This is an optimization exercise on Yosys and OpenROAD, whose aim is small area, a short achievable clock period and few clock cycles, not a production implementation. In this exercise RTL edits were held to simulation tests only and were not proved equivalent to the original.

<file path="run.sh">
#!/bin/bash
# synth_recipe.tcl (not shown) runs the flow's synth.tcl, then flattens the netlist and writes it again
# the make line also repeats each setting of config.mk as NAME=value (left out here)
make -C /OpenROAD-flow-scripts/flow DESIGN_CONFIG=/design/flow/config.mk WORK_HOME=/design/flow/orfs CLKGATE_MAP_FILE= SYNTH_SCRIPT=/design/flow/synth_recipe.tcl finish
</file>
<file path="config.mk">
export PLATFORM = sky130hd
export DESIGN_NAME = ysyx_22050058_top
export DESIGN_NICKNAME = ysyx_22050058_top
export VERILOG_FILES = /design/flow/design.v
export SDC_FILE = /design/flow/constraint.sdc
export NUM_CORES = 8
export LEC_CHECK = 0
export CAP_MARGIN = 40
export CELL_PAD_IN_SITES_DETAIL_PLACEMENT = 1
export CELL_PAD_IN_SITES_GLOBAL_PLACEMENT = 1
export CORE_MARGIN = 2
export CORE_UTILIZATION = 35
export PLACE_DENSITY = 0.55
export SETUP_SLACK_MARGIN = 5
export SLEW_MARGIN = 40
export SYNTH_HIERARCHICAL = 1
export SYNTH_MINIMUM_KEEP_SIZE = 0
</file>
<file path="constraint.sdc">
create_clock -name core_clock -period 15.0 [get_ports {clk}]
set_input_delay 3.0000 -clock core_clock [delete_from_list [all_inputs] [get_ports {clk}]]
set_output_delay 3.0000 -clock core_clock [all_outputs]
set_load 0.01 [all_outputs]
</file>
<file path="design.v">
module ysyx_22050058_mdu #(parameter MK = 4) (
    input  wire        clk,
    input  wire        rst,
    input  wire        start,
    input  wire [2:0]  f3_in,
    input  wire        w_in,
    input  wire [4:0]  rd_in,
    input  wire [63:0] a,
    input  wire [63:0] b,
    output wire        busy,
    output wire [4:0]  rd,
    output wire        xhold_sh,     
    output wire        xhold_wb,     
    input  wire        kill_in,      
    output reg         killed,
    output reg         sh_req,
    output reg         sh_rev,
    output reg  [5:0]  sh_amt,
    output reg         sh_lo_acc,
    output reg         sh_lo_q,
    output reg         sh_lo_dv,
    output reg         sh_hi_acc,
    output reg         sh_hi_sgn,
    output wire [64:0] acc_o,
    output wire [63:0] q_o,
    output wire [63:0] dv_o,
    input  wire [63:0] sh_out,
    output wire        wb,
    output wire [63:0] result
);
    localparam S_IDLE = 3'd0, S_MSTEP = 3'd1, S_DPRE = 3'd2, S_DSH = 3'd3, S_DSTEP = 3'd4,
               S_FIN = 3'd5, S_DONE = 3'd6;
    reg [2:0]  st;
    reg [6:0]  cnt;      
    localparam ND = 64 / MK;           
    reg [5:0]  nst;      
    reg [64:0] acc;      
    reg [63:0] q;        
    reg [64:0] dv;       
    reg [2:0]  f3;
    reg        w;
    reg [4:0]  rd_r;
    reg        an_r, bn_r, bnz_r;
    reg        dpow;     
    function [63:0] below;
        input [63:0] v;
        integer k;
        begin
            below = {v[62:0], 1'b0};
            for (k = 1; k < 64; k = k * 2) below = below | (below << k);
        end
    endfunction
    function [63:0] above;
        input [63:0] v;
        integer k;
        begin
            above = {1'b0, v[63:1]};
            for (k = 1; k < 64; k = k * 2) above = above | (above >> k);
        end
    endfunction
    wire is_div = f3[2];
    wire ld_div = f3_in[2];
    wire sa = ld_div ? ~f3_in[0] : (f3_in[1:0] != 2'b11);
    wire sb = ld_div ? ~f3_in[0] : (f3_in[1:0] == 2'b00) | (f3_in[1:0] == 2'b01);
    wire [63:0] a1 = w_in ? {{32{sa & a[31]}}, a[31:0]} : a;
    wire [63:0] b1 = w_in ? {{32{sb & b[31]}}, b[31:0]} : b;
    wire        an = sa & a1[63];
    wire        bn = sb & b1[63];
    wire [63:0] dval;
    wire [63:0] na_in = (st == S_IDLE) ? a1 : dval;   
    wire [63:0] a_ng  = na_in ^ below(na_in);
    wire [63:0] b_ng  = b1 ^ below(b1);
    function [6:0] ndig;
        input [63:0] v;
        input        sgn;
        reg [63:0] d;
        integer n;
        begin
            d = sgn ? {v[62:0] ^ {63{v[63]}}, 1'b0} : v;
            ndig = 7'd1;
            for (n = 1; n < ND; n = n + 1)
                if (d[n*MK +: MK] != {MK{1'b0}}) ndig = n + 1;
        end
    endfunction
    wire [6:0] nda  = ndig(a1, sa);
    wire [6:0] ndb  = ndig(b1, sb);
    wire       swap = (nda < ndb);                
    wire [6:0] ndm  = swap ? nda : ndb;
    wire       mneg = swap ? an : bn;             
    wire [63:0] mc  = swap ? b1 : a1;
    wire        mcs = swap ? sb : sa;
    wire [63:0] mcn = swap ? b_ng : a_ng;
    wire [64:0] mc65 = mneg ? {(mcs & mc[63]) ^ (mc != 64'd0), mcn} : {mcs & mc[63], mc};
    wire [63:0] mq   = mneg ? (swap ? a_ng : b_ng) : (swap ? a1 : b1);
    localparam MW = 65 + MK;
    reg [MW-1:0] cs_s, cs_c, cs_x, cs_t;
    integer j;
    always @(*) begin
        cs_s = {{MK{acc[64]}}, acc};
        cs_c = {MW{1'b0}};
        for (j = 0; j < MK; j = j + 1) begin
            cs_x = q[j] ? ({{MK{dv[64]}}, dv} << j) : {MW{1'b0}};
            cs_t = cs_s ^ cs_c ^ cs_x;
            cs_c = ((cs_s & cs_c) | (cs_s & cs_x) | (cs_c & cs_x)) << 1;
            cs_s = cs_t;
        end
    end
    wire          mstep = (st == S_MSTEP);
    wire [MW-1:0] ad_a  = mstep ? cs_s : {{(MW-64){1'b0}}, acc[63:0]};
    wire [MW-1:0] ad_b  = mstep ? cs_c : ~{{(MW-65){1'b0}}, dv};
    wire [MW-1:0] ms    = ad_a + ad_b + {{(MW-1){1'b0}}, ~mstep};
    function [6:0] clz;
        input [63:0] v;
        integer n;
        begin
            clz = 7'd64;
            for (n = 0; n < 64; n = n + 1)
                if (v[n]) clz = 7'd63 - n[6:0];
        end
    endfunction
    wire [6:0] clz_r  = clz(acc[63:0]);
    wire [6:0] clz_d  = clz(dv[63:0]);
    wire       d_zero = (dv[63:0] == 64'd0);
    wire       d_big  = (clz_d < clz_r);                  
    wire [6:0] nq     = clz_d - clz_r + 7'd1;            
    wire [63:0] dlow   = above(dv[63:0]);                  
    wire        d_pow2 = ~d_zero & ((dv[63:0] & dlow) == 64'd0);
    wire        t1n = ms[MW-1];                           
    wire [63:0] r1 = t1n ? acc[63:0] : ms[63:0];
    wire mhi = (f3[1:0] != 2'b00);     
    assign acc_o = acc;
    assign q_o   = q;
    assign dv_o  = dv[63:0];
    wire d_rem   = f3[1];
    assign dval  = d_rem ? acc[63:0] : q;
    wire neg_res = d_rem ? an_r : ((an_r ^ bn_r) & bnz_r);
    assign result = w ? {{32{q[31]}}, q[31:0]} : q;
    assign busy   = (st != S_IDLE);
    assign rd     = rd_r;
    assign wb     = (st == S_DONE) & (rd_r != 5'd0) & ~killed;
    assign xhold_sh = sh_req;
    assign xhold_wb = (st == S_DONE);
    wire m_fin = (st == S_MSTEP) & (cnt == 7'd1);             
    wire d_sh  = (st == S_DPRE) & ~d_zero & ~d_big;           
    always @(posedge clk) begin
        if (m_fin) sh_amt <= 6'd0 - MK * (nst + 6'd1);         
        else       sh_amt <= d_pow2 ? 6'd63 - clz_d[5:0] : nq[5:0] - 6'd1;
    end
    always @(posedge clk) begin
        if (rst) begin
            st     <= S_IDLE;
            killed <= 1'b0;
            sh_req    <= 1'b0;
            sh_rev    <= 1'b0;
            sh_lo_acc <= 1'b0;
            sh_lo_q   <= 1'b0;
            sh_lo_dv  <= 1'b0;
            sh_hi_acc <= 1'b0;
            sh_hi_sgn <= 1'b0;
        end else begin
            sh_req    <= m_fin | d_sh;
            sh_rev    <= d_sh & ~d_pow2;
            sh_lo_acc <= (m_fin & mhi) | (d_sh & d_pow2);
            sh_lo_q   <= m_fin & ~mhi;
            sh_lo_dv  <= d_sh & ~d_pow2;
            sh_hi_acc <= m_fin & ~mhi;
            sh_hi_sgn <= m_fin & mhi;
            if (st == S_IDLE) killed <= 1'b0;
            else if (kill_in) killed <= 1'b1;
            case (st)
                S_IDLE:  if (start) st <= ld_div ? S_DPRE : S_MSTEP;
                S_MSTEP: if (cnt == 7'd1) st <= S_FIN;
                S_DPRE:  st <= (d_zero | d_big) ? S_FIN : S_DSH;
                S_DSH:   st <= dpow ? S_FIN : S_DSTEP;
                S_DSTEP: if (cnt == 7'd1) st <= S_FIN;
                S_FIN:  st <= S_DONE;
                default: st <= S_IDLE;
            endcase
        end
    end
    always @(posedge clk) begin
        case (st)
            S_IDLE: begin
                f3    <= f3_in;
                w     <= w_in;
                rd_r  <= rd_in;
                an_r  <= an;
                bn_r  <= bn;
                bnz_r <= (b1 != 64'd0);
                if (ld_div) begin
                    acc <= {1'b0, an ? a_ng : a1};
                    dv  <= {1'b0, bn ? b_ng : b1};
                end else begin
                    acc <= 65'd0;
                    dv  <= mc65;
                    q   <= mq;
                    nst <= ndm[5:0] - 6'd1;
                    cnt <= ndm;
                end
            end
            S_MSTEP: begin
                acc <= ms[MW-1:MK];
                q   <= {ms[MK-1:0], q[63:MK]};
                cnt <= cnt - 7'd1;
            end
            S_DPRE: begin
                q    <= d_zero ? 64'hffff_ffff_ffff_ffff : 64'd0;
                dpow <= d_pow2;
                cnt  <= nq;
            end
            S_DSH: begin
                if (dpow) begin
                    q   <= sh_out;
                    acc <= {1'b0, acc[63:0] & dlow};
                end
                dv  <= {1'b0, sh_out};
            end
            S_FIN: begin
                q   <= is_div ? (neg_res ? a_ng : dval) : sh_out;
            end
            S_DSTEP: begin
                acc <= {1'b0, r1};
                q   <= {q[62:0], ~t1n};
                dv  <= {1'b0, dv[64:1]};
                cnt <= cnt - 7'd1;
            end
            default: ;
        endcase
    end
endmodule
module ysyx_22050058_regfile (
    input  wire        clk,
    input  wire        we,
    input  wire [4:0]  waddr,
    input  wire [63:0] wdata,
    input  wire [4:0]  raddr1,
    output reg  [63:0] rdata1,
    input  wire [4:0]  raddr2,
    output reg  [63:0] rdata2
);
    reg [63:0] gpr [1:31];
    integer i;
    always @(posedge clk) begin
        if (we && waddr != 5'd0)
            gpr[waddr] <= wdata;
    end
    always @(*) begin
        rdata1 = 64'd0;
        rdata2 = 64'd0;
        for (i = 1; i < 32; i = i + 1) begin
            rdata1 = rdata1 | ({64{raddr1 == i}} & gpr[i]);
            rdata2 = rdata2 | ({64{raddr2 == i}} & gpr[i]);
        end
    end
endmodule
module ysyx_22050058_ifu (
    input  wire [15:2] pc,
    input  wire [63:0] imem_rdata,
    input  wire        d_valid,
    input  wire [31:0] d_ir,
    input  wire [15:2] d_pc,
    input  wire        flip,      
    output wire [31:0] ir,
    output wire [15:2] next,
    output wire [15:2] alt,       
    output wire        take,
    output wire        hint,      
    output wire        jpred
);
    assign ir = pc[2] ? imem_rdata[63:32] : imem_rdata[31:0];
    wire is_jal  = ir[6:2] == 5'b11011;
    wire is_jalr = ir[6:2] == 5'b11001;
    wire is_br   = ir[6:2] == 5'b11000;
    wire [15:2] immb = {{4{ir[31]}}, ir[7], ir[30:25], ir[11:9]};
    wire [15:2] immj = {ir[15:12], ir[20], ir[30:22]};
    wire [15:2] seq  = pc + 14'd1;
    wire [15:2] tgtb = pc + immb;
    wire [15:2] tgtj = pc + immj;
    wire        d_auipc = d_ir[6:2] == 5'b00101;
    wire [15:0] tgtr = {d_pc, 2'b00} + {d_ir[15:12], 12'd0} + {{4{ir[31]}}, ir[31:20]};
    assign hint = ir[31] | ir[12];
    wire take_b = is_br & (hint ^ flip);
    assign take  = is_jal | take_b;
    assign jpred = is_jalr & d_valid & d_auipc & (d_ir[11:7] == ir[19:15]) & (d_ir[11:7] != 5'd0);
    assign next  = jpred ? tgtr[15:2] : is_jal ? tgtj : take_b ? tgtb : seq;
    assign alt   = (is_br & ~take_b) ? tgtb : seq;
endmodule
module ysyx_22050058_bht (
    input  wire        clk,
    input  wire        rst,
    input  wire [4:0]  ridx,
    output wire        flip,
    input  wire        upd,
    input  wire [4:0]  widx,
    input  wire        agree
);
    reg [1:0] cnt [0:31];
    integer i;
    always @(posedge clk) begin
        if (rst) begin
            for (i = 0; i < 32; i = i + 1) cnt[i] <= 2'b01;
        end else if (upd) begin
            if (agree) begin
                if (cnt[widx] != 2'b00) cnt[widx] <= cnt[widx] - 2'b01;
            end else begin
                if (cnt[widx] != 2'b11) cnt[widx] <= cnt[widx] + 2'b01;
            end
        end
    end
    assign flip = cnt[ridx][1];
endmodule
module ysyx_22050058_dec (
    input  wire [31:0] ir,
    output wire [4:0]  rd,
    output wire [4:0]  rs1,
    output wire [4:0]  rs2,
    output wire [2:0]  f3,
    output wire        wen,        
    output wire        md,
    output wire        use1,       
    output wire        use2,       
    output wire        sub,        
    output reg  [3:0]  res_sel,
    output wire        w,
    output wire        ld,
    output wire        st,
    output wire        br,
    output wire        jalr,
    output wire        ebreak,
    output wire        opa_zero,
    output wire        opa_pc,
    output wire        opb_rs2,
    output wire        mem,        
    output wire        shift,      
    output wire [63:0] imm
);
    localparam R_SUM = 4'd0, R_SLT = 4'd1, R_SLTU = 4'd2, R_XOR = 4'd3, R_OR = 4'd4,
               R_AND = 4'd5, R_SLL = 4'd6, R_SRL = 4'd7, R_SRA = 4'd8, R_LOAD = 4'd9,
               R_LINK = 4'd10;
    wire [4:0] op = ir[6:2];
    wire op_lui   = op == 5'b01101;
    wire op_auipc = op == 5'b00101;
    wire op_jal   = op == 5'b11011;
    wire op_jalr  = op == 5'b11001;
    wire op_br    = op == 5'b11000;
    wire op_ld    = op == 5'b00000;
    wire op_st    = op == 5'b01000;
    wire op_imm   = op == 5'b00100;
    wire op_imm32 = op == 5'b00110;
    wire op_reg   = op == 5'b01100;
    wire op_reg32 = op == 5'b01110;
    wire op_sys   = op == 5'b11100;
    assign rd  = ir[11:7];
    assign rs1 = ir[19:15];
    assign rs2 = ir[24:20];
    assign f3  = ir[14:12];
    assign md   = (op_reg | op_reg32) & ir[25];
    assign wen  = (op_lui | op_auipc | op_jal | op_jalr | op_ld | op_imm | op_imm32 |
                   op_reg | op_reg32) & ~md & (rd != 5'd0);
    assign use1 = ~(op_lui | op_auipc | op_jal);
    assign use2 = op_reg | op_reg32 | op_br | op_st;
    wire isub   = (op_reg | op_reg32) & ~ir[25] & ir[30] & (f3 == 3'b000);
    wire slt    = (op_reg & ~ir[25] | op_imm) & (f3[2:1] == 2'b01);
    assign sub  = isub | slt | op_br;
    assign w    = op_imm32 | op_reg32;
    assign ld   = op_ld;
    assign st   = op_st;
    assign br   = op_br;
    assign jalr = op_jalr;
    assign ebreak = op_sys;
    assign opa_zero = op_lui;
    assign opa_pc   = op_auipc;
    assign opb_rs2  = op_reg | op_reg32 | op_br | op_st;
    assign mem      = op_ld | op_st;
    assign shift    = (op_imm | op_imm32 | op_reg | op_reg32) & ~md & (f3[1:0] == 2'b01);
    assign imm = (op_lui | op_auipc) ? {{32{ir[31]}}, ir[31:12], 12'b0} :
                 op_st               ? {{52{ir[31]}}, ir[31:25], ir[11:7]} :
                                       {{52{ir[31]}}, ir[31:20]};
    always @(*) begin
        res_sel = R_SUM;
        if (op_jal | op_jalr)            res_sel = R_LINK;
        else if (op_ld)                  res_sel = R_LOAD;
        else if (op_imm | op_imm32 | op_reg | op_reg32) begin
            case (f3)
                3'b001: res_sel = R_SLL;
                3'b010: res_sel = R_SLT;
                3'b011: res_sel = R_SLTU;
                3'b100: res_sel = R_XOR;
                3'b101: res_sel = ir[30] ? R_SRA : R_SRL;
                3'b110: res_sel = R_OR;
                3'b111: res_sel = R_AND;
                default: res_sel = R_SUM;
            endcase
        end
    end
endmodule
module ysyx_22050058_opsel (
    input  wire [63:0] rf1,
    input  wire [63:0] rf2,
    input  wire [63:0] xres,
    input  wire        byp1,
    input  wire        byp2,
    input  wire        opa_zero,
    input  wire        opa_pc,
    input  wire [63:0] pcv,
    input  wire        opb_rs2,
    input  wire        mem,
    input  wire        sub,
    input  wire [63:0] imm,
    output wire [63:0] opa,
    output wire [63:0] opb
);
    wire [63:0] inv = {64{sub}};
    wire [63:0] addr = rf1 + imm;
    wire [63:0] opa_base = mem ? addr : opa_zero ? 64'd0 : opa_pc ? pcv : rf1;
    wire [63:0] opb_base = (opb_rs2 ? rf2 : imm) ^ inv;
    assign opa  = (byp1 & ~opa_zero & ~opa_pc & ~mem) ? xres : opa_base;
    assign opb  = (byp2 & opb_rs2) ? (xres ^ inv) : opb_base;
endmodule
module ysyx_22050058_alu (
    input  wire [63:0] opa,
    input  wire [63:0] opb,
    input  wire        cin,
    input  wire [3:0]  res_sel,
    input  wire        w,
    input  wire [2:0]  f3,
    input  wire [15:2] alt,
    input  wire        md_sh_req,
    input  wire        md_sh_rev,
    input  wire [5:0]  md_sh_amt,
    input  wire        md_lo_acc,
    input  wire        md_lo_q,
    input  wire        md_lo_dv,
    input  wire        md_hi_acc,
    input  wire        md_hi_sgn,
    input  wire [64:0] md_acc,
    input  wire [63:0] md_q,
    input  wire [63:0] md_dv,
    output wire [63:0] sum,
    output reg         br_cond,
    output wire [63:0] sh_res_o,
    output wire [63:0] alu_res
);
    localparam [47:0] PC_HI = 48'h0000_0000_8000;
    localparam R_SUM = 4'd0, R_SLT = 4'd1, R_SLTU = 4'd2, R_XOR = 4'd3, R_OR = 4'd4,
               R_AND = 4'd5, R_SLL = 4'd6, R_SRL = 4'd7, R_SRA = 4'd8, R_LOAD = 4'd9,
               R_LINK = 4'd10;
    wire [64:0] sum65 = {1'b0, opa} + {1'b0, opb} + {64'd0, cin};
    assign      sum   = sum65[63:0];
    wire        ltu   = ~sum65[64];
    wire        lts   = (opa[63] == opb[63]) ? opa[63] : sum[63];
    wire        eq    = &(opa ^ opb);
    always @(*) begin
        case (f3)
            3'b000: br_cond = eq;
            3'b001: br_cond = ~eq;
            3'b100: br_cond = lts;
            3'b101: br_cond = ~lts;
            3'b110: br_cond = ltu;
            default: br_cond = ~ltu;
        endcase
    end
    wire        own     = ~md_sh_req;
    wire        sh_sra  = (res_sel == R_SRA);
    wire        sh_rev  = md_sh_req ? md_sh_rev : (res_sel == R_SLL);
    wire        sh_sign = sh_sra & (w ? opa[31] : opa[63]);
    wire [63:0] sh_lo0  = ({64{own & ~w}} & opa) |
                          ({64{own & w}} & {{32{sh_sign}}, opa[31:0]}) |
                          ({64{md_lo_acc}} & md_acc[63:0]) |
                          ({64{md_lo_q}} & md_q) |
                          ({64{md_lo_dv}} & md_dv);
    wire [63:0] sh_hi   = ({64{own & sh_sign}}) |
                          ({64{md_hi_acc}} & md_acc[63:0]) |
                          ({64{md_hi_sgn & md_acc[64]}});
    wire [5:0]  sh_amt  = md_sh_req ? md_sh_amt : {opb[5] & ~w, opb[4:0]};
    reg  [63:0] sh_lo;
    integer i;
    always @(*) for (i = 0; i < 64; i = i + 1) sh_lo[i] = sh_rev ? sh_lo0[63-i] : sh_lo0[i];
    wire [127:0] sh_cat = {sh_hi, sh_lo} >> sh_amt;
    reg  [63:0] sh_res;
    always @(*) for (i = 0; i < 64; i = i + 1) sh_res[i] = sh_rev ? sh_cat[63-i] : sh_cat[i];
    assign sh_res_o = sh_res;
    reg [63:0] res;
    always @(*) begin
        case (res_sel)
            R_SUM:  res = sum;
            R_SLT:  res = {63'd0, lts};
            R_SLTU: res = {63'd0, ltu};
            R_XOR:  res = opa ^ opb;
            R_OR:   res = opa | opb;
            R_AND:  res = opa & opb;
            R_SLL, R_SRL, R_SRA: res = sh_res;
            default: res = {PC_HI, alt, 2'b00};
        endcase
    end
    assign alu_res = w ? {{32{res[31]}}, res[31:0]} : res;
endmodule
module ysyx_22050058_lsu (
    input  wire [63:0] dmem_rdata,
    input  wire [2:0]  boff,
    input  wire [2:0]  f3,
    input  wire        is_ld,
    input  wire [63:0] alu_res,
    output wire [63:0] result,
    output wire [7:0]  wmask
);
    wire [63:0] ldw = dmem_rdata >> {boff, 3'b000};
    reg  [63:0] ld_val;
    always @(*) begin
        case (f3)
            3'b000: ld_val = {{56{ldw[7]}},  ldw[7:0]};
            3'b001: ld_val = {{48{ldw[15]}}, ldw[15:0]};
            3'b010: ld_val = {{32{ldw[31]}}, ldw[31:0]};
            3'b100: ld_val = {56'd0, ldw[7:0]};
            3'b101: ld_val = {48'd0, ldw[15:0]};
            3'b110: ld_val = {32'd0, ldw[31:0]};
            default: ld_val = ldw;
        endcase
    end
    assign result = is_ld ? ld_val : alu_res;
    assign wmask  = (f3[1:0] == 2'b00) ? (8'h01 << boff) :
                    (f3[1:0] == 2'b01) ? (8'h03 << boff) :
                    (f3[1:0] == 2'b10) ? (8'h0f << boff) : 8'hff;
endmodule
module ysyx_22050058_top(
    input   wire            clk,
    input   wire            rst,
    output  wire [63:0]     imem_addr,
    input   wire [63:0]     imem_rdata,
    output  wire            dmem_ren,
    output  wire [63:0]     dmem_raddr,
    input   wire [63:0]     dmem_rdata,
    output  wire            dmem_wen,
    output  wire [63:0]     dmem_waddr,
    output  wire [63:0]     dmem_wdata,
    output  wire [7:0]      dmem_wmask,
    output  wire            halt
);
    localparam [47:0] PC_HI = 48'h0000_0000_8000;
    reg  [15:2] pc_q;
    reg         d_valid;
    reg  [31:0] d_ir;
    reg  [15:2] d_pc;
    reg  [15:2] d_alt;       
    reg         d_pred;      
    reg         d_jpred;     
    reg         d_hint;      
    reg  [4:0]  d_bidx;      
    reg         x_valid;
    reg  [63:0] x_opa, x_opb;      
    reg  [15:2] x_alt;
    reg  [4:0]  x_rd;
    reg         x_wen;
    reg  [3:0]  x_res;
    reg         x_w, x_sub, x_ld, x_st, x_br, x_pred, x_jalr, x_md, x_ebreak, x_sh;
    reg  [2:0]  x_f3;
    reg         x_hint;
    reg  [4:0]  x_bidx;
    wire        x_stall;
    wire        x_redirect;
    wire [15:2] x_target;
    wire [63:0] x_result;
    wire [31:0] f_ir;
    wire [15:2] f_next, f_alt;
    wire        f_take, f_jpred, f_hint, f_flip;
    assign imem_addr = {PC_HI, pc_q, 2'b00};
    ysyx_22050058_ifu u_ifu (
        .pc(pc_q), .imem_rdata(imem_rdata),
        .d_valid(d_valid), .d_ir(d_ir), .d_pc(d_pc), .flip(f_flip),
        .ir(f_ir), .next(f_next), .alt(f_alt), .take(f_take), .hint(f_hint), .jpred(f_jpred)
    );
    wire [4:0]  d_rd, d_rs1, d_rs2;
    wire [2:0]  d_f3;
    wire        d_wen, d_md, d_use1, d_use2, d_sub, d_w, d_ld, d_st, d_br, d_jalr, d_ebreak;
    wire        d_opa_zero, d_opa_pc, d_opb_rs2, d_mem, d_shift;
    wire [3:0]  d_res;
    wire [63:0] d_imm;
    ysyx_22050058_dec u_dec (
        .ir(d_ir), .rd(d_rd), .rs1(d_rs1), .rs2(d_rs2), .f3(d_f3),
        .wen(d_wen), .md(d_md), .use1(d_use1), .use2(d_use2), .sub(d_sub),
        .res_sel(d_res), .w(d_w), .ld(d_ld), .st(d_st), .br(d_br), .jalr(d_jalr),
        .ebreak(d_ebreak), .opa_zero(d_opa_zero), .opa_pc(d_opa_pc),
        .opb_rs2(d_opb_rs2), .mem(d_mem), .shift(d_shift), .imm(d_imm)
    );
    wire [63:0] rf_rdata1, rf_rdata2;
    wire        md_busy, md_xh_sh, md_xh_wb, md_wb, md_kill;
    wire [4:0]  md_rd;
    wire [63:0] md_result;
    wire        rf_we = (x_valid & x_wen & ~x_stall) | md_wb;
    ysyx_22050058_regfile u_rf (
        .clk(clk),
        .we(rf_we), .waddr(md_wb ? md_rd : x_rd), .wdata(md_wb ? md_result : x_result),
        .raddr1(d_rs1), .rdata1(rf_rdata1),
        .raddr2(d_rs2), .rdata2(rf_rdata2)
    );
    wire byp1 = x_valid & x_wen & (x_rd == d_rs1);
    wire byp2 = x_valid & x_wen & (x_rd == d_rs2);
    wire [63:0] d_opa, d_opb;
    ysyx_22050058_opsel u_opsel (
        .rf1(rf_rdata1), .rf2(rf_rdata2), .xres(x_result), .byp1(byp1), .byp2(byp2),
        .opa_zero(d_opa_zero), .opa_pc(d_opa_pc), .pcv({PC_HI, d_pc, 2'b00}),
        .opb_rs2(d_opb_rs2), .mem(d_mem), .sub(d_sub), .imm(d_imm),
        .opa(d_opa), .opb(d_opb)
    );
    wire x_wr_md = x_valid & x_wen & (x_rd == md_rd);      
    wire hz_md  = md_busy & ~md_kill & ~x_wr_md & (md_rd != 5'd0) &
                  ((d_use1 & (d_rs1 == md_rd)) | (d_use2 & (d_rs2 == md_rd)));
    wire hz_x   = x_valid & x_md & (x_rd != 5'd0) &
                  ((d_use1 & (d_rs1 == x_rd)) | (d_use2 & (d_rs2 == x_rd)));
    wire hz_agu = d_mem & x_valid & x_wen & (x_rd == d_rs1);
    wire d_hold = d_valid & (hz_md | hz_x | hz_agu);
    always @(posedge clk) begin
        if (rst) begin
            pc_q    <= 14'd0;
            d_valid <= 1'b0;
            x_valid <= 1'b0;
        end else if (!x_stall) begin
            if (x_redirect) begin
                pc_q    <= x_target;
                d_valid <= 1'b0;
                x_valid <= 1'b0;
            end else if (d_hold) begin
                x_valid <= 1'b0;
            end else begin
                pc_q    <= f_next;
                d_valid <= 1'b1;
                x_valid <= d_valid;
            end
        end
    end
    always @(posedge clk) begin
        if (!x_stall && !d_hold) begin
            d_ir    <= f_ir;
            d_pc    <= pc_q;
            d_alt   <= f_alt;
            d_pred  <= f_take;
            d_jpred <= f_jpred;
            d_hint  <= f_hint;
            d_bidx  <= pc_q[6:2];
        end
    end
    always @(posedge clk) begin
        if (!x_stall) begin
            x_opa    <= d_opa;
            x_opb    <= d_opb;
            x_alt    <= d_alt;
            x_rd     <= d_rd;
            x_wen    <= d_wen;
            x_res    <= d_res;
            x_w      <= d_w;
            x_sub    <= d_sub;
            x_ld     <= d_ld;
            x_st     <= d_st;
            x_br     <= d_br;
            x_pred   <= d_pred;
            x_jalr   <= d_jalr & ~d_jpred;
            x_md     <= d_md;
            x_ebreak <= d_ebreak;
            x_f3     <= d_f3;
            x_sh     <= d_shift;
            x_hint   <= d_hint;
            x_bidx   <= d_bidx;
        end
    end
    wire        md_sh_req, md_sh_rev, md_lo_acc, md_lo_q, md_lo_dv, md_hi_acc, md_hi_sgn;
    wire [5:0]  md_sh_amt;
    wire [64:0] md_acc;
    wire [63:0] md_q, md_dv;
    wire [63:0] sum, sh_res, alu_res;
    wire        br_cond;
    ysyx_22050058_alu u_alu (
        .opa(x_opa), .opb(x_opb), .cin(x_sub), .res_sel(x_res), .w(x_w), .f3(x_f3),
        .alt(x_alt),
        .md_sh_req(md_sh_req), .md_sh_rev(md_sh_rev), .md_sh_amt(md_sh_amt),
        .md_lo_acc(md_lo_acc), .md_lo_q(md_lo_q), .md_lo_dv(md_lo_dv),
        .md_hi_acc(md_hi_acc), .md_hi_sgn(md_hi_sgn),
        .md_acc(md_acc), .md_q(md_q), .md_dv(md_dv),
        .sum(sum), .br_cond(br_cond), .sh_res_o(sh_res), .alu_res(alu_res)
    );
    assign x_redirect = x_valid & ((x_br & (br_cond ^ x_pred)) | x_jalr);
    ysyx_22050058_bht u_bht (
        .clk(clk), .rst(rst),
        .ridx(pc_q[6:2]), .flip(f_flip),
        .upd(x_valid & x_br & ~x_stall), .widx(x_bidx), .agree(br_cond == x_hint)
    );
    assign x_target   = x_jalr ? sum[15:2] : x_alt;
    wire [7:0] wmask;
    ysyx_22050058_lsu u_lsu (
        .dmem_rdata(dmem_rdata), .boff(x_opa[2:0]), .f3(x_f3), .is_ld(x_ld),
        .alu_res(alu_res), .result(x_result), .wmask(wmask)
    );
    ysyx_22050058_mdu u_mdu (
        .clk(clk), .rst(rst),
        .start(x_valid & x_md),
        .f3_in(x_f3), .w_in(x_w), .rd_in(x_rd),
        .a(x_opa), .b(x_opb),
        .busy(md_busy), .rd(md_rd), .xhold_sh(md_xh_sh), .xhold_wb(md_xh_wb),
        .kill_in(x_wr_md & ~x_stall), .killed(md_kill),
        .sh_req(md_sh_req), .sh_rev(md_sh_rev), .sh_amt(md_sh_amt),
        .sh_lo_acc(md_lo_acc), .sh_lo_q(md_lo_q), .sh_lo_dv(md_lo_dv),
        .sh_hi_acc(md_hi_acc), .sh_hi_sgn(md_hi_sgn),
        .acc_o(md_acc), .q_o(md_q), .dv_o(md_dv), .sh_out(sh_res),
        .wb(md_wb), .result(md_result)
    );
    wire md_stall  = x_valid & ((md_xh_sh & x_sh) | (md_xh_wb & x_wen));
    assign x_stall = (x_valid & ((x_md & md_busy) | x_ebreak)) | md_stall;
    assign dmem_ren   = x_valid & x_ld;
    assign dmem_raddr = x_opa;
    assign dmem_wen   = x_valid & x_st;
    assign dmem_waddr = x_opa;
    assign dmem_wdata = x_opb;
    assign dmem_wmask = wmask;
    assign halt = x_valid & x_ebreak;
endmodule
</file>
==> run notes, run 1 <==
* Latest clock arrival within the worst-skew pair at 1.04 ns
* Final Max Slew Viols at 0
* Most frequent cells in the layout: edfxtp_1 (2498), nand2_1 (1480), nor2_1 (1205), a22oi_1 (1144), a21oi_1 (973)
* First-pass GRT wire length at 1630000 um
* Number of port buffers at 342
* Setup crit end kind: register
* Syn avg cell area at 9.98 um^2
* YS warnings at 13
* H-tree levels at 5
* Die Span Y at 715 um
* Maxcap violations at 0
* Hold Path Class: register to register
* Fin util at 39.8%
* RSZ-0062 raised after global routing: false
* Clock sinks at 2529
* Antenna-violating nets left at 0
* Max Freq at 106 MHz
* Final GP Congestion at 1.07
* Post-CTS Setup Bufs at 0
* Vias in the first global route at 168000
* Die Wd at 715 um
* Overall Global Routing Usage at 47.4%
* IO Count at 397
* TritonCTS clock tree: done
* Cts repair resizes at 0
* CP startpoint kind: register
* Capturing point of the worst reg2reg path: u_mdu.dv[35]
* CTS root buf: clkbuf_16
* Period utilization at 63.0%
* Placed cells at 24100
* Final instance area at 201000 um^2
* Fin crit period at 9.45 ns
* Area delta synth->final at 13.6%
* Worst reg2reg path depth at 22
* R2R setup slack at 5.55 ns
* Clock Path Buffers at 4
* Crit path to: u_mdu.dv[35]
* Crit Path Category: register to register
* Setup TNS at 0 ns
* Post-CTS Hold Fix Bufs at 0
* Area of the core at 505000 um^2
* Drt total wl at 1260000 um
* Normalized max-slew margin at 24.6%
* Clock Pin Slew Worst Setup and Hold Paths at 0.07 ns
* Outcome: no timing/DRC/antenna violations
* Fin nets at 18400
* Syn Inst Count at 17700
* Final setup violation count at 0
* Wire length per cell at 50.5 um
* Largest net degree at the start of global routing at 125
* Std-Cell Rows at 261
* Vias at 181000
* Placement Cell Area at 190000 um^2
* Vias per cell at 7.26
* Final HPWL DP at 856000 um
* Worst path required time at 15.69 ns
* Slew @ Worst Pin at 1.13 ns
* Share of cells above drive strength 1 at 12.7%
* Worst hold margin at 0.380 ns
* TritonCTS buffer count at 304
* RR Startpoint: x_w
* CP Data Arrival Time at 10.14 ns
* Die ar. at 511000 um^2
* Critical Path Source: x_w
* Skew final at 0.0830 ns
* GRT overflow at 0
* Starting DRC count in detailed routing at 31500
* First drt pass iteration count at 10
* DRC errors left at 0
* Commonest non-fill, non-tap cell in the layout: edfxtp_1
* Initial Util at 35.1%
* Initial antenna violation count at 226
* Finished Layout Cells at 24900
* CP Max Fanout at 92
* Fin. Hold Viols at 0
* Synthesized area at 177000 um^2
[worst max-delay path: stages, from the launching register on]
cell and delay (ns):
edfxtp_1 0.37, buf_12 0.37, buf_4 0.63, and2_0 0.58
o21ai_4 0.10, buf_4 0.30, inv_2 0.53, buf_4 0.64
nand3_1 0.14, o31a_1 0.31, nor2_1 0.18, nand2_1 0.12
a31oi_1 0.19, o21ai_0 0.26, ha_1 0.33, or4_1 0.55
a2111o_1 0.61, nand3_2 0.15, buf_4 0.57, nand2_2 0.64
buf_6 0.47, mux2i_1 0.21, o221ai_1 0.57
[state kept, by name, indices dropped and copies added (netlist names), 3 cells and up]
name          count
d_ir             30
u_mdu.st          3
d_pc             14
x_f3              3
x_res             4
u_mdu.nst         4
x_opa            64
u_mdu.cnt         7
x_alt            14
d_alt            14
x_rd              5
u_mdu.f3          3
u_rf.gpr       1984
x_bidx            5
u_bht.cnt        64
u_mdu.q          64
u_mdu.dv         65
u_mdu.rd_r        5
x_opb            64
u_mdu.acc        65
pc_q             14
u_mdu.sh_amt      6
[metrics by stage]
stage	setup WS [ns]
2_1_floorplan	6.64
3_3_place_gp	5.58
3_5_place_dp	5.62
4_1_cts	5.54
5_1_grt	5.42
6_report	5.55
[layout make-up]
class                           count  area [um^2]
Antenna cell                      214          536
Inverter                          631         2380
Multi-Input combinational cell  13000        92900
Timing Repair Buffer             1242        11300
Tap cell                         6706         8390
Fill cell                       55500       304000
Sequential cell                  2529        75700
Clock inverter                    183         1970
Clock buffer                      368         7960
[how the worst min path moves through the flow]
stage / startpoint / end / slack, ns / cells past startpoint
2_1_floorplan: d_alt[10] / x_alt[10] / 0.40 / 0
3_3_place_gp: d_alt[8] / x_alt[8] / 0.40 / 0
3_5_place_dp: d_alt[15] / x_alt[15] / 0.41 / 0
4_1_cts: d_hint / x_hint / 0.39 / 0
5_1_grt: d_hint / x_hint / 0.41 / 0
6_report: d_hint / x_hint / 0.38 / 0
[routing by layer]
layer / part of all wire (%) / track usage (%) / vias up
met5: 0.057 / 0.255 / -
met4: 11 / 43.9 / 82
met3: 13 / 17.1 / 4883
met2: 41 / 67.4 / 15600
met1: 35 / 55.4 / 91700
li1: - / - / 68200
Testbench counts, summed over its fixed seeds: cycles 152,103.
==> inputs of run 2 (changes only) <==
--- a/design.v
+++ b/design.v
@@ -8,9 +8,11 @@
     input  wire [63:0] a,
     input  wire [63:0] b,
     output wire        busy,
+    output wire        accept,       
+    output wire        ready,        
     output wire [4:0]  rd,
     output wire        xhold_sh,     
-    output wire        xhold_wb,     
+    input  wire        port_free,    
     input  wire        kill_in,      
     output reg         killed,
     output reg         sh_req,
@@ -28,9 +30,9 @@
     output wire        wb,
     output wire [63:0] result
 );
-    localparam S_IDLE = 3'd0, S_MSTEP = 3'd1, S_DPRE = 3'd2, S_DSH = 3'd3, S_DSTEP = 3'd4,
-               S_FIN = 3'd5, S_DONE = 3'd6;
-    reg [2:0]  st;
+    localparam S_IDLE = 4'd0, S_MSTEP = 4'd1, S_MCOR = 4'd2, S_DNEG = 4'd3, S_DPRE = 4'd4,
+               S_DSH = 4'd5, S_DSTEP = 4'd6, S_FIN = 4'd7, S_DONE = 4'd8, S_DCOR = 4'd9;
+    reg [3:0]  st;
     reg [6:0]  cnt;      
     localparam ND = 64 / MK;           
     reg [5:0]  nst;      
@@ -41,6 +43,7 @@
     reg        w;
     reg [4:0]  rd_r;
     reg        an_r, bn_r, bnz_r;
+    reg        mneg_r;   
     reg        dpow;     
     function [63:0] below;
         input [63:0] v;
@@ -67,9 +70,8 @@
     wire        an = sa & a1[63];
     wire        bn = sb & b1[63];
     wire [63:0] dval;
-    wire [63:0] na_in = (st == S_IDLE) ? a1 : dval;   
-    wire [63:0] a_ng  = na_in ^ below(na_in);
-    wire [63:0] b_ng  = b1 ^ below(b1);
+    wire [63:0] ng_in = (st == S_FIN) ? dval : q;
+    wire [63:0] ng    = ng_in ^ below(ng_in);
     function [6:0] ndig;
         input [63:0] v;
         input        sgn;
@@ -86,12 +88,9 @@
     wire [6:0] ndb  = ndig(b1, sb);
     wire       swap = (nda < ndb);                
     wire [6:0] ndm  = swap ? nda : ndb;
-    wire       mneg = swap ? an : bn;             
+    wire       mneg = swap ? an : bn;
     wire [63:0] mc  = swap ? b1 : a1;
     wire        mcs = swap ? sb : sa;
-    wire [63:0] mcn = swap ? b_ng : a_ng;
-    wire [64:0] mc65 = mneg ? {(mcs & mc[63]) ^ (mc != 64'd0), mcn} : {mcs & mc[63], mc};
-    wire [63:0] mq   = mneg ? (swap ? a_ng : b_ng) : (swap ? a1 : b1);
     localparam MW = 65 + MK;
     reg [MW-1:0] cs_s, cs_c, cs_x, cs_t;
     integer j;
@@ -106,9 +105,10 @@
         end
     end
     wire          mstep = (st == S_MSTEP);
-    wire [MW-1:0] ad_a  = mstep ? cs_s : {{(MW-64){1'b0}}, acc[63:0]};
-    wire [MW-1:0] ad_b  = mstep ? cs_c : ~{{(MW-65){1'b0}}, dv};
-    wire [MW-1:0] ms    = ad_a + ad_b + {{(MW-1){1'b0}}, ~mstep};
+    wire          dadd  = acc[64] & ((st == S_DSTEP) | (st == S_DCOR));
+    wire [MW-1:0] ad_a  = mstep ? cs_s : {{MK{acc[64]}}, acc};
+    wire [MW-1:0] ad_b  = mstep ? cs_c : ({{MK{dv[64]}}, dv} ^ {MW{~dadd}});
+    wire [MW-1:0] ms    = ad_a + ad_b + {{(MW-1){1'b0}}, ~mstep & ~dadd};
     function [6:0] clz;
         input [63:0] v;
         integer n;
@@ -126,7 +126,6 @@
     wire [63:0] dlow   = above(dv[63:0]);                  
     wire        d_pow2 = ~d_zero & ((dv[63:0] & dlow) == 64'd0);
     wire        t1n = ms[MW-1];                           
-    wire [63:0] r1 = t1n ? acc[63:0] : ms[63:0];
     wire mhi = (f3[1:0] != 2'b00);     
     assign acc_o = acc;
     assign q_o   = q;
@@ -136,12 +135,15 @@
     wire neg_res = d_rem ? an_r : ((an_r ^ bn_r) & bnz_r);
     assign result = w ? {{32{q[31]}}, q[31:0]} : q;
     assign busy   = (st != S_IDLE);
+    assign accept = (st == S_IDLE) | (st == S_DONE);
+    wire   load   = start & accept;
+    assign ready  = (st == S_DONE);
     assign rd     = rd_r;
-    assign wb     = (st == S_DONE) & (rd_r != 5'd0) & ~killed;
+    assign wb     = (st == S_DONE) & (rd_r != 5'd0) & ~killed & port_free;
     assign xhold_sh = sh_req;
-    assign xhold_wb = (st == S_DONE);
-    wire m_fin = (st == S_MSTEP) & (cnt == 7'd1);             
-    wire d_sh  = (st == S_DPRE) & ~d_zero & ~d_big;           
+    wire m_last = (st == S_MSTEP) & (cnt == 7'd1);
+    wire m_fin  = (m_last & ~mneg_r) | (st == S_MCOR);       
+    wire d_sh   = (st == S_DPRE) & ~d_zero & ~d_big;         
     always @(posedge clk) begin
         if (m_fin) sh_amt <= 6'd0 - MK * (nst + 6'd1);         
         else       sh_amt <= d_pow2 ? 6'd63 - clz_d[5:0] : nq[5:0] - 6'd1;
@@ -165,44 +167,57 @@
             sh_lo_dv  <= d_sh & ~d_pow2;
             sh_hi_acc <= m_fin & ~mhi;
             sh_hi_sgn <= m_fin & mhi;
-            if (st == S_IDLE) killed <= 1'b0;
+            if (load) killed <= 1'b0;
             else if (kill_in) killed <= 1'b1;
-            case (st)
-                S_IDLE:  if (start) st <= ld_div ? S_DPRE : S_MSTEP;
-                S_MSTEP: if (cnt == 7'd1) st <= S_FIN;
+            if (load) st <= ld_div ? ((an | bn) ? S_DNEG : S_DPRE) : S_MSTEP;
+            else case (st)
+                S_IDLE:  ;
+                S_MSTEP: if (cnt == 7'd1) st <= mneg_r ? S_MCOR : S_FIN;
+                S_MCOR:  st <= S_FIN;
+                S_DNEG:  st <= S_DPRE;
                 S_DPRE:  st <= (d_zero | d_big) ? S_FIN : S_DSH;
                 S_DSH:   st <= dpow ? S_FIN : S_DSTEP;
-                S_DSTEP: if (cnt == 7'd1) st <= S_FIN;
-                S_FIN:  st <= S_DONE;
+                S_DSTEP: if (cnt == 7'd1) st <= t1n ? S_DCOR : S_FIN;
+                S_DCOR:  st <= S_FIN;
+                S_FIN:   st <= S_DONE;
+                S_DONE:  if (port_free | killed | (rd_r == 5'd0)) st <= S_IDLE;
                 default: st <= S_IDLE;
             endcase
         end
     end
     always @(posedge clk) begin
-        case (st)
-            S_IDLE: begin
-                f3    <= f3_in;
-                w     <= w_in;
-                rd_r  <= rd_in;
-                an_r  <= an;
-                bn_r  <= bn;
-                bnz_r <= (b1 != 64'd0);
-                if (ld_div) begin
-                    acc <= {1'b0, an ? a_ng : a1};
-                    dv  <= {1'b0, bn ? b_ng : b1};
-                end else begin
-                    acc <= 65'd0;
-                    dv  <= mc65;
-                    q   <= mq;
-                    nst <= ndm[5:0] - 6'd1;
-                    cnt <= ndm;
-                end
+        if (load) begin
+            f3    <= f3_in;
+            w     <= w_in;
+            rd_r  <= rd_in;
+            an_r  <= an;
+            bn_r  <= bn;
+            bnz_r <= (b1 != 64'd0);
+            if (ld_div) begin
+                acc <= (an | bn) ? 65'd0 : {1'b0, a1};
+                q   <= a1;
+                dv  <= {1'b0, b1};
+            end else begin
+                acc    <= 65'd0;
+                dv     <= {mcs & mc[63], mc};
+                q      <= swap ? a1 : b1;
+                mneg_r <= mneg;
+                nst    <= ndm[5:0] - 6'd1;
+                cnt    <= ndm;
             end
+        end else case (st)
             S_MSTEP: begin
                 acc <= ms[MW-1:MK];
                 q   <= {ms[MK-1:0], q[63:MK]};
                 cnt <= cnt - 7'd1;
             end
+            S_MCOR: begin
+                acc <= ms[64:0];
+            end
+            S_DNEG: begin
+                acc <= {1'b0, an_r ? ng : q};
+                if (bn_r) dv <= {1'b0, ms[63:0]};
+            end
             S_DPRE: begin
                 q    <= d_zero ? 64'hffff_ffff_ffff_ffff : 64'd0;
                 dpow <= d_pow2;
@@ -216,14 +231,17 @@
                 dv  <= {1'b0, sh_out};
             end
             S_FIN: begin
-                q   <= is_div ? (neg_res ? a_ng : dval) : sh_out;
+                q   <= is_div ? (neg_res ? ng : dval) : sh_out;
             end
             S_DSTEP: begin
-                acc <= {1'b0, r1};
+                acc <= ms[64:0];
                 q   <= {q[62:0], ~t1n};
-                dv  <= {1'b0, dv[64:1]};
+                if (cnt != 7'd1) dv <= {1'b0, dv[64:1]};
                 cnt <= cnt - 7'd1;
             end
+            S_DCOR: begin
+                acc <= ms[64:0];
+            end
             default: ;
         endcase
     end
@@ -233,9 +251,9 @@
     input  wire        we,
     input  wire [4:0]  waddr,
     input  wire [63:0] wdata,
-    input  wire [4:0]  raddr1,
+    input  wire [31:0] rsel1,
     output reg  [63:0] rdata1,
-    input  wire [4:0]  raddr2,
+    input  wire [31:0] rsel2,
     output reg  [63:0] rdata2
 );
     reg [63:0] gpr [1:31];
@@ -248,8 +266,8 @@
         rdata1 = 64'd0;
         rdata2 = 64'd0;
         for (i = 1; i < 32; i = i + 1) begin
-            rdata1 = rdata1 | ({64{raddr1 == i}} & gpr[i]);
-            rdata2 = rdata2 | ({64{raddr2 == i}} & gpr[i]);
+            rdata1 = rdata1 | ({64{rsel1[i]}} & gpr[i]);
+            rdata2 = rdata2 | ({64{rsel2[i]}} & gpr[i]);
         end
     end
 endmodule
@@ -400,20 +418,30 @@
     input  wire [63:0] xres,
     input  wire        byp1,
     input  wire        byp2,
+    input  wire [63:0] mdres,      
+    input  wire        mbyp1,
+    input  wire        mbyp2,
     input  wire        opa_zero,
     input  wire        opa_pc,
     input  wire [63:0] pcv,
     input  wire        opb_rs2,
     input  wire        mem,
     input  wire        sub,
+    input  wire [2:0]  f3,
     input  wire [63:0] imm,
     output wire [63:0] opa,
-    output wire [63:0] opb
+    output wire [63:0] opb,
+    output wire [7:0]  wmask       
 );
     wire [63:0] inv = {64{sub}};
     wire [63:0] addr = rf1 + imm;
-    wire [63:0] opa_base = mem ? addr : opa_zero ? 64'd0 : opa_pc ? pcv : rf1;
-    wire [63:0] opb_base = (opb_rs2 ? rf2 : imm) ^ inv;
+    assign wmask = (f3[1:0] == 2'b00) ? (8'h01 << addr[2:0]) :
+                   (f3[1:0] == 2'b01) ? (8'h03 << addr[2:0]) :
+                   (f3[1:0] == 2'b10) ? (8'h0f << addr[2:0]) : 8'hff;
+    wire [63:0] r1 = mbyp1 ? mdres : rf1;
+    wire [63:0] r2 = mbyp2 ? mdres : rf2;
+    wire [63:0] opa_base = mem ? addr : opa_zero ? 64'd0 : opa_pc ? pcv : r1;
+    wire [63:0] opb_base = (opb_rs2 ? r2 : imm) ^ inv;
     assign opa  = (byp1 & ~opa_zero & ~opa_pc & ~mem) ? xres : opa_base;
     assign opb  = (byp2 & opb_rs2) ? (xres ^ inv) : opb_base;
 endmodule
@@ -480,20 +508,21 @@
     reg  [63:0] sh_res;
     always @(*) for (i = 0; i < 64; i = i + 1) sh_res[i] = sh_rev ? sh_cat[63-i] : sh_cat[i];
     assign sh_res_o = sh_res;
+    wire        slt_bit = ((res_sel == R_SLT) & lts) | ((res_sel == R_SLTU) & ltu);
     reg [63:0] res;
     always @(*) begin
         case (res_sel)
             R_SUM:  res = sum;
-            R_SLT:  res = {63'd0, lts};
-            R_SLTU: res = {63'd0, ltu};
             R_XOR:  res = opa ^ opb;
             R_OR:   res = opa | opb;
             R_AND:  res = opa & opb;
             R_SLL, R_SRL, R_SRA: res = sh_res;
+            R_SLT, R_SLTU: res = 64'd0;
             default: res = {PC_HI, alt, 2'b00};
         endcase
     end
-    assign alu_res = w ? {{32{res[31]}}, res[31:0]} : res;
+    wire [63:0] res_w = w ? {{32{res[31]}}, res[31:0]} : res;
+    assign alu_res = {res_w[63:1], res_w[0] | slt_bit};
 endmodule
 module ysyx_22050058_lsu (
     input  wire [63:0] dmem_rdata,
@@ -501,8 +530,7 @@
     input  wire [2:0]  f3,
     input  wire        is_ld,
     input  wire [63:0] alu_res,
-    output wire [63:0] result,
-    output wire [7:0]  wmask
+    output wire [63:0] result
 );
     wire [63:0] ldw = dmem_rdata >> {boff, 3'b000};
     reg  [63:0] ld_val;
@@ -518,9 +546,6 @@
         endcase
     end
     assign result = is_ld ? ld_val : alu_res;
-    assign wmask  = (f3[1:0] == 2'b00) ? (8'h01 << boff) :
-                    (f3[1:0] == 2'b01) ? (8'h03 << boff) :
-                    (f3[1:0] == 2'b10) ? (8'h0f << boff) : 8'hff;
 endmodule
 module ysyx_22050058_top(
     input   wire            clk,
@@ -544,16 +569,19 @@
     reg  [15:2] d_alt;       
     reg         d_pred;      
     reg         d_jpred;     
+    reg  [31:0] d_rsel1, d_rsel2;    
     reg         d_hint;      
     reg  [4:0]  d_bidx;      
     reg         x_valid;
-    reg  [63:0] x_opa, x_opb;      
+    reg  [63:0] x_opa, x_opb;
+    reg  [63:0] x_addr, x_wdata;   
     reg  [15:2] x_alt;
     reg  [4:0]  x_rd;
     reg         x_wen;
     reg  [3:0]  x_res;
     reg         x_w, x_sub, x_ld, x_st, x_br, x_pred, x_jalr, x_md, x_ebreak, x_sh;
     reg  [2:0]  x_f3;
+    reg  [7:0]  x_wmask;
     reg         x_hint;
     reg  [4:0]  x_bidx;
     wire        x_stall;
@@ -583,28 +611,32 @@
         .opb_rs2(d_opb_rs2), .mem(d_mem), .shift(d_shift), .imm(d_imm)
     );
     wire [63:0] rf_rdata1, rf_rdata2;
-    wire        md_busy, md_xh_sh, md_xh_wb, md_wb, md_kill;
+    wire        md_busy, md_accept, md_ready, md_xh_sh, md_wb, md_kill;
     wire [4:0]  md_rd;
     wire [63:0] md_result;
     wire        rf_we = (x_valid & x_wen & ~x_stall) | md_wb;
     ysyx_22050058_regfile u_rf (
         .clk(clk),
         .we(rf_we), .waddr(md_wb ? md_rd : x_rd), .wdata(md_wb ? md_result : x_result),
-        .raddr1(d_rs1), .rdata1(rf_rdata1),
-        .raddr2(d_rs2), .rdata2(rf_rdata2)
+        .rsel1(d_rsel1), .rdata1(rf_rdata1),
+        .rsel2(d_rsel2), .rdata2(rf_rdata2)
     );
     wire byp1 = x_valid & x_wen & (x_rd == d_rs1);
     wire byp2 = x_valid & x_wen & (x_rd == d_rs2);
     wire [63:0] d_opa, d_opb;
+    wire [7:0]  d_wmask;
     ysyx_22050058_opsel u_opsel (
         .rf1(rf_rdata1), .rf2(rf_rdata2), .xres(x_result), .byp1(byp1), .byp2(byp2),
+        .mdres(md_result), .mbyp1(md_m1 & md_ready), .mbyp2(md_m2 & md_ready),
         .opa_zero(d_opa_zero), .opa_pc(d_opa_pc), .pcv({PC_HI, d_pc, 2'b00}),
-        .opb_rs2(d_opb_rs2), .mem(d_mem), .sub(d_sub), .imm(d_imm),
-        .opa(d_opa), .opb(d_opb)
+        .opb_rs2(d_opb_rs2), .mem(d_mem), .sub(d_sub), .f3(d_f3), .imm(d_imm),
+        .opa(d_opa), .opb(d_opb), .wmask(d_wmask)
     );
     wire x_wr_md = x_valid & x_wen & (x_rd == md_rd);      
-    wire hz_md  = md_busy & ~md_kill & ~x_wr_md & (md_rd != 5'd0) &
-                  ((d_use1 & (d_rs1 == md_rd)) | (d_use2 & (d_rs2 == md_rd)));
+    wire md_live = md_busy & ~md_kill & ~x_wr_md & (md_rd != 5'd0);
+    wire md_m1   = md_live & (d_rs1 == md_rd);
+    wire md_m2   = md_live & (d_rs2 == md_rd);
+    wire hz_md   = (d_use1 & md_m1 & (~md_ready | d_mem)) | (d_use2 & md_m2 & ~md_ready);
     wire hz_x   = x_valid & x_md & (x_rd != 5'd0) &
                   ((d_use1 & (d_rs1 == x_rd)) | (d_use2 & (d_rs2 == x_rd)));
     wire hz_agu = d_mem & x_valid & x_wen & (x_rd == d_rs1);
@@ -631,6 +663,8 @@
     always @(posedge clk) begin
         if (!x_stall && !d_hold) begin
             d_ir    <= f_ir;
+            d_rsel1 <= 32'd1 << f_ir[19:15];
+            d_rsel2 <= 32'd1 << f_ir[24:20];
             d_pc    <= pc_q;
             d_alt   <= f_alt;
             d_pred  <= f_take;
@@ -640,6 +674,10 @@
         end
     end
     always @(posedge clk) begin
+        if (!x_stall && d_mem) x_addr  <= d_opa;
+        if (!x_stall && d_st)  x_wdata <= d_opb;
+    end
+    always @(posedge clk) begin
         if (!x_stall) begin
             x_opa    <= d_opa;
             x_opb    <= d_opb;
@@ -657,6 +695,7 @@
             x_md     <= d_md;
             x_ebreak <= d_ebreak;
             x_f3     <= d_f3;
+            x_wmask  <= d_wmask;
             x_sh     <= d_shift;
             x_hint   <= d_hint;
             x_bidx   <= d_bidx;
@@ -684,17 +723,16 @@
         .upd(x_valid & x_br & ~x_stall), .widx(x_bidx), .agree(br_cond == x_hint)
     );
     assign x_target   = x_jalr ? sum[15:2] : x_alt;
-    wire [7:0] wmask;
     ysyx_22050058_lsu u_lsu (
-        .dmem_rdata(dmem_rdata), .boff(x_opa[2:0]), .f3(x_f3), .is_ld(x_ld),
-        .alu_res(alu_res), .result(x_result), .wmask(wmask)
+        .dmem_rdata(dmem_rdata), .boff(x_addr[2:0]), .f3(x_f3), .is_ld(x_ld),
+        .alu_res(alu_res), .result(x_result)
     );
     ysyx_22050058_mdu u_mdu (
         .clk(clk), .rst(rst),
         .start(x_valid & x_md),
         .f3_in(x_f3), .w_in(x_w), .rd_in(x_rd),
         .a(x_opa), .b(x_opb),
-        .busy(md_busy), .rd(md_rd), .xhold_sh(md_xh_sh), .xhold_wb(md_xh_wb),
+        .busy(md_busy), .accept(md_accept), .ready(md_ready), .rd(md_rd), .xhold_sh(md_xh_sh), .port_free(~(x_valid & x_wen) | x_stall),
         .kill_in(x_wr_md & ~x_stall), .killed(md_kill),
         .sh_req(md_sh_req), .sh_rev(md_sh_rev), .sh_amt(md_sh_amt),
         .sh_lo_acc(md_lo_acc), .sh_lo_q(md_lo_q), .sh_lo_dv(md_lo_dv),
@@ -702,13 +740,13 @@
         .acc_o(md_acc), .q_o(md_q), .dv_o(md_dv), .sh_out(sh_res),
         .wb(md_wb), .result(md_result)
     );
-    wire md_stall  = x_valid & ((md_xh_sh & x_sh) | (md_xh_wb & x_wen));
-    assign x_stall = (x_valid & ((x_md & md_busy) | x_ebreak)) | md_stall;
+    wire md_stall  = x_valid & md_xh_sh & x_sh;
+    assign x_stall = (x_valid & ((x_md & ~md_accept) | x_ebreak)) | md_stall;
     assign dmem_ren   = x_valid & x_ld;
-    assign dmem_raddr = x_opa;
+    assign dmem_raddr = x_addr;
     assign dmem_wen   = x_valid & x_st;
-    assign dmem_waddr = x_opa;
-    assign dmem_wdata = x_opb;
-    assign dmem_wmask = wmask;
+    assign dmem_waddr = x_addr;
+    assign dmem_wdata = x_wdata;
+    assign dmem_wmask = x_wmask;
     assign halt = x_valid & x_ebreak;
 endmodule
==> flow/run.sh (new file) <==
#!/bin/bash
set -euo pipefail
bash standard.sh SETUP_SLACK_MARGIN=12 finish > standard_flow.log 2>&1
==> standard.sh (new file) <==
#!/bin/bash
# synth_recipe.tcl (not shown) runs the flow's synth.tcl, then flattens the netlist and writes it again
# the make line also repeats each setting of config.mk as NAME=value (left out here)
make -C /OpenROAD-flow-scripts/flow DESIGN_CONFIG=/design/flow/config.mk WORK_HOME=/design/flow/orfs CLKGATE_MAP_FILE= SYNTH_SCRIPT=/design/flow/synth_recipe.tcl "${@:-finish}"
==> config.mk (replaced) <==
export PLATFORM = sky130hd
export DESIGN_NAME = ysyx_22050058_top
export DESIGN_NICKNAME = ysyx_22050058_top
export VERILOG_FILES = /design/flow/design.v
export SDC_FILE = /design/flow/constraint.sdc
export NUM_CORES = 8
export LEC_CHECK = 0
export CAP_MARGIN = 20
export CELL_PAD_IN_SITES_DETAIL_PLACEMENT = 1
export CELL_PAD_IN_SITES_GLOBAL_PLACEMENT = 1
export CORE_MARGIN = 2
export CORE_UTILIZATION = 40
export CTS_CLUSTER_DIAMETER = 60
export CTS_CLUSTER_SIZE = 20
export PLACE_DENSITY = 0.6
export SLEW_MARGIN = 20
export SYNTH_HIERARCHICAL = 1
export SYNTH_MINIMUM_KEEP_SIZE = 0
export TNS_END_PERCENT = 0
removed: run.sh
==> run notes, run 2 <==
* M1 wire length at 383000 um (was 439000 um)
* Max reg flops at 1984 (unchanged)
* Maxcap violations at 0 (unchanged)
* Setup TNS at 0 ns (unchanged)
* Die Wd at 671 um (was 715 um)
* Bufs and invs on worst path at 4 (was 7)
* Slew @ Worst Pin at 1.34 ns (was 1.13 ns)
* Setup crit end kind: register (unchanged)
* Area delta synth->final at 14.0% (was 13.6%)
* Largest net degree at the start of global routing at 89 (was 125)
* TritonCTS clock tree: done (unchanged)
* Number of port buffers at 342 (unchanged)
* Clock sinks at 2729 (was 2529)
* Commonest non-fill, non-tap cell in the layout: edfxtp_1 (unchanged)
* Max Freq at 147 MHz (was 106 MHz)
* CP max stage cell: o21ai_1 (was buf_4)
* Fin crit period at 6.81 ns (was 9.45 ns)
* Top Metal Used: met5 (unchanged)
* Largest regs: u_rf.gpr: 1984 flops, u_mdu.acc: 65 flops, u_mdu.dv: 65 flops (unchanged)
* Area of the core at 442000 um^2 (was 505000 um^2)
* CTS root buf: clkbuf_16 (unchanged)
* IO Count at 397 (unchanged)
* DR WL met2 at 453000 um (was 518000 um)
* Hold Path Class: register to register (unchanged)
* First-pass GRT wire length at 1430000 um (was 1630000 um)
* Initial Util at 40.2% (was 35.1%)
* Largest reg by FF count: u_rf.gpr (unchanged)
* Final HPWL DP at 734000 um (was 856000 um)
* Antenna-violating nets left at 0 (unchanged)
* Skew final at 0.0950 ns (was 0.0830 ns)
* Final GP Congestion at 1.13 (was 1.07)
* RSZ-0062 raised after global routing: true (was false)
* Starting DRC count in detailed routing at 26000 (was 31500)
* CP Data Arrival Time at 7.41 ns (was 10.14 ns)
* Outcome: no timing/DRC/antenna violations (unchanged)
* Fill cells at 47900 (was 55500)
* TritonCTS buffer count at 296 (was 304)
* Worst reg2reg path depth at 17 (was 22)
* CP Max Fanout at 31 (was 92)
* R2R setup slack at 8.19 ns (was 5.55 ns)
* Synthesized area at 178000 um^2 (was 177000 um^2)
* Capturing point of the worst reg2reg path: u_rf.gpr[6][44] (was u_mdu.dv[35])
* Syn avg cell area at 10.3 um^2 (was 9.98 um^2)
* Drt total wl at 1070000 um (was 1260000 um)
* Fin nets at 17900 (was 18400)
* Overall Global Routing Usage at 45.9% (was 47.4%)
* Normalized max-slew margin at 9.47% (was 24.6%)
* H-tree levels at 5 (unchanged)
* Worst hold start: d_alt[6] (was d_hint)
* Vias in the first global route at 164000 (was 168000)
* YS warnings at 13 (unchanged)
* Family with the most delay on the worst path: compound AO/OA/AOI/OAI gates (was buffers and inverters)
* Vias per cell at 7.26 (about the same)
* Critical path depth at 17 (was 22)
* Final setup violation count at 0 (unchanged)
* RR Startpoint: u_mdu.q[0] (was x_w)
* Post-CTS Hold Fix Bufs at 0 (unchanged)
* CP startpoint kind: register (unchanged)
* CP max stage delay at 0.79 ns (was 0.64 ns)
* Period utilization at 45.4% (was 63.0%)
* GRT overflow at 0 (unchanged)
* Crit path to: u_rf.gpr[6][44] (was u_mdu.dv[35])
* Latest clock arrival within the worst-skew pair at 1.03 ns (was 1.04 ns)
* Clock Path Buffers at 4 (unchanged)
* Worst path required time at 15.60 ns (was 15.69 ns)
* Initial antenna violation count at 90 (was 226)
* Share of cells above drive strength 1 at 14.0% (was 12.7%)
* Critical-path cell list: buf_12 > buf_12 > clkbuf_16 > buf_4 > a22o_1 > a221oi_2 > a32oi_2 > o22ai_1 > nor2_1 > o21ai_1 > a21oi_1 > o21ai_1 > o211ai_1 > a21o_1 > nor2_1 > a21oi_1 > mux2_2 (was buf_12 > buf_4 > and2_0 > o21ai_4 > buf_4 > inv_2 > buf_4 > nand3_1 > o31a_1 > nor2_1 > nand2_1 > a31oi_1 > o21ai_0 > ha_1 > or4_1 > a2111o_1 > nand3_2 > buf_4 > nand2_2 > buf_6 > mux2i_1 > o221ai_1)
* Wire length per cell at 45.7 um (was 50.5 um)
* DRC errors left at 0 (unchanged)
* Crit Path Category: register to register (unchanged)
* Met3 wire length at 120000 um (was 161000 um)
* Fin. Hold Viols at 0 (unchanged)
* Critical Path Source: u_mdu.q[0] (was x_w)
* Syn Inst Count at 17300 (was 17700)
* First drt pass iteration count at 10 (unchanged)
* Die Span Y at 671 um (was 715 um)
* Final Max Slew Viols at 0 (unchanged)
* Std-Cell Rows at 244 (was 261)
* Die ar. at 450000 um^2 (was 511000 um^2)
* Clock Pin Slew Worst Setup and Hold Paths at 0.07 ns (about the same)
* Vias at 170000 (was 181000)
* Most frequent cells in the layout: edfxtp_1 (2697), a22oi_1 (1631), nand2_1 (1408), nor2_1 (1085), a21oi_1 (850) (was edfxtp_1 (2498), nand2_1 (1480), nor2_1 (1205), a22oi_1 (1144), a21oi_1 (973))
## run 2: area by class of cell
type	count	area (um^2)	share of cell area (%)
Multi-Input combinational cell	12400	89800	44.3
Sequential cell	2729	81700	40.3
Timing Repair Buffer	1215	11100	5.50
Clock buffer	327	7620	3.76
Tap cell	5904	7390	3.65
Clock inverter	215	2680	1.32
Inverter	598	2250	1.11
Antenna cell	67	168	0.0827
## run 2: metal layers
metal | vias up | global-route usage (%)
met4 | 50 | 39.8
met2 | 12400 | 67.5
met5 | - | 0.213
met3 | 3614 | 12.9
met1 | 87100 | 55.1
li1 | 66900 | -
## run 2: stage by stage
stage	area (um^2)	setup WS, ns	hold slack, ns	instances	util [%]
after floorplan	179000	9.49	0.400	17400	-
after global placement	187000	6.60	0.403	22600	42.4
after detailed placement	187000	6.54	0.408	22600	42.4
after CTS	202000	8.85	0.358	23300	45.6
after global routing	203000	8.31	0.381	23400	45.8
final	203000	8.19	0.380	23400	45.8
## run 2: worst min-delay path by stage
stage                     cells after the start  slack (ns)         to
final                                         0        0.38   x_alt[6]
after global routing                          0        0.38   x_alt[6]
after CTS                                     0        0.36   x_alt[6]
after detailed placement                      0        0.41     x_hint
after global placement                        0        0.40     x_hint
after floorplan                               0        0.40  x_alt[10]
## run 2: what timing repair did
item | CTS | global route
setup endpoints to repair | 5453 | 5442
setup buffers | 134 | 43
gates cloned | 11 | 2
pin swaps | 89 | 45
gates resized for setup | 558 | 52
Testbench counts of run 2, summed over its fixed seeds: cycles 147,581.

-- re-timing with driven ports --
In the flow no input, the clock included, has a driving cell. The finished layouts below were timed again as built, in two steps.
Step 1 assumes that a clkbuf_16 drives the clock port and a buf_2 every other input.
Step 2 moves the port delays by t, midway between the first and last clock arrival at a register: inputs arrive t later, outputs are due t later. That takes back most of the time a late clock gives input paths.
a / b / c = ideal / step 1 / step 2; a / b = the first two.
run | t (ns) | setup WS [ns] | pins driven straight from the clock port
run 1 | 1.119 | 5.546 / 5.546 / 5.546 | 1
run 2 | 1.111 | 8.190 / 8.190 / 7.473 | 1
After both steps setup and hold are still met in every run listed. The setup slack of run 2, which loses most, moves by 0.000 ns with the drivers and by -0.717 ns with both steps.
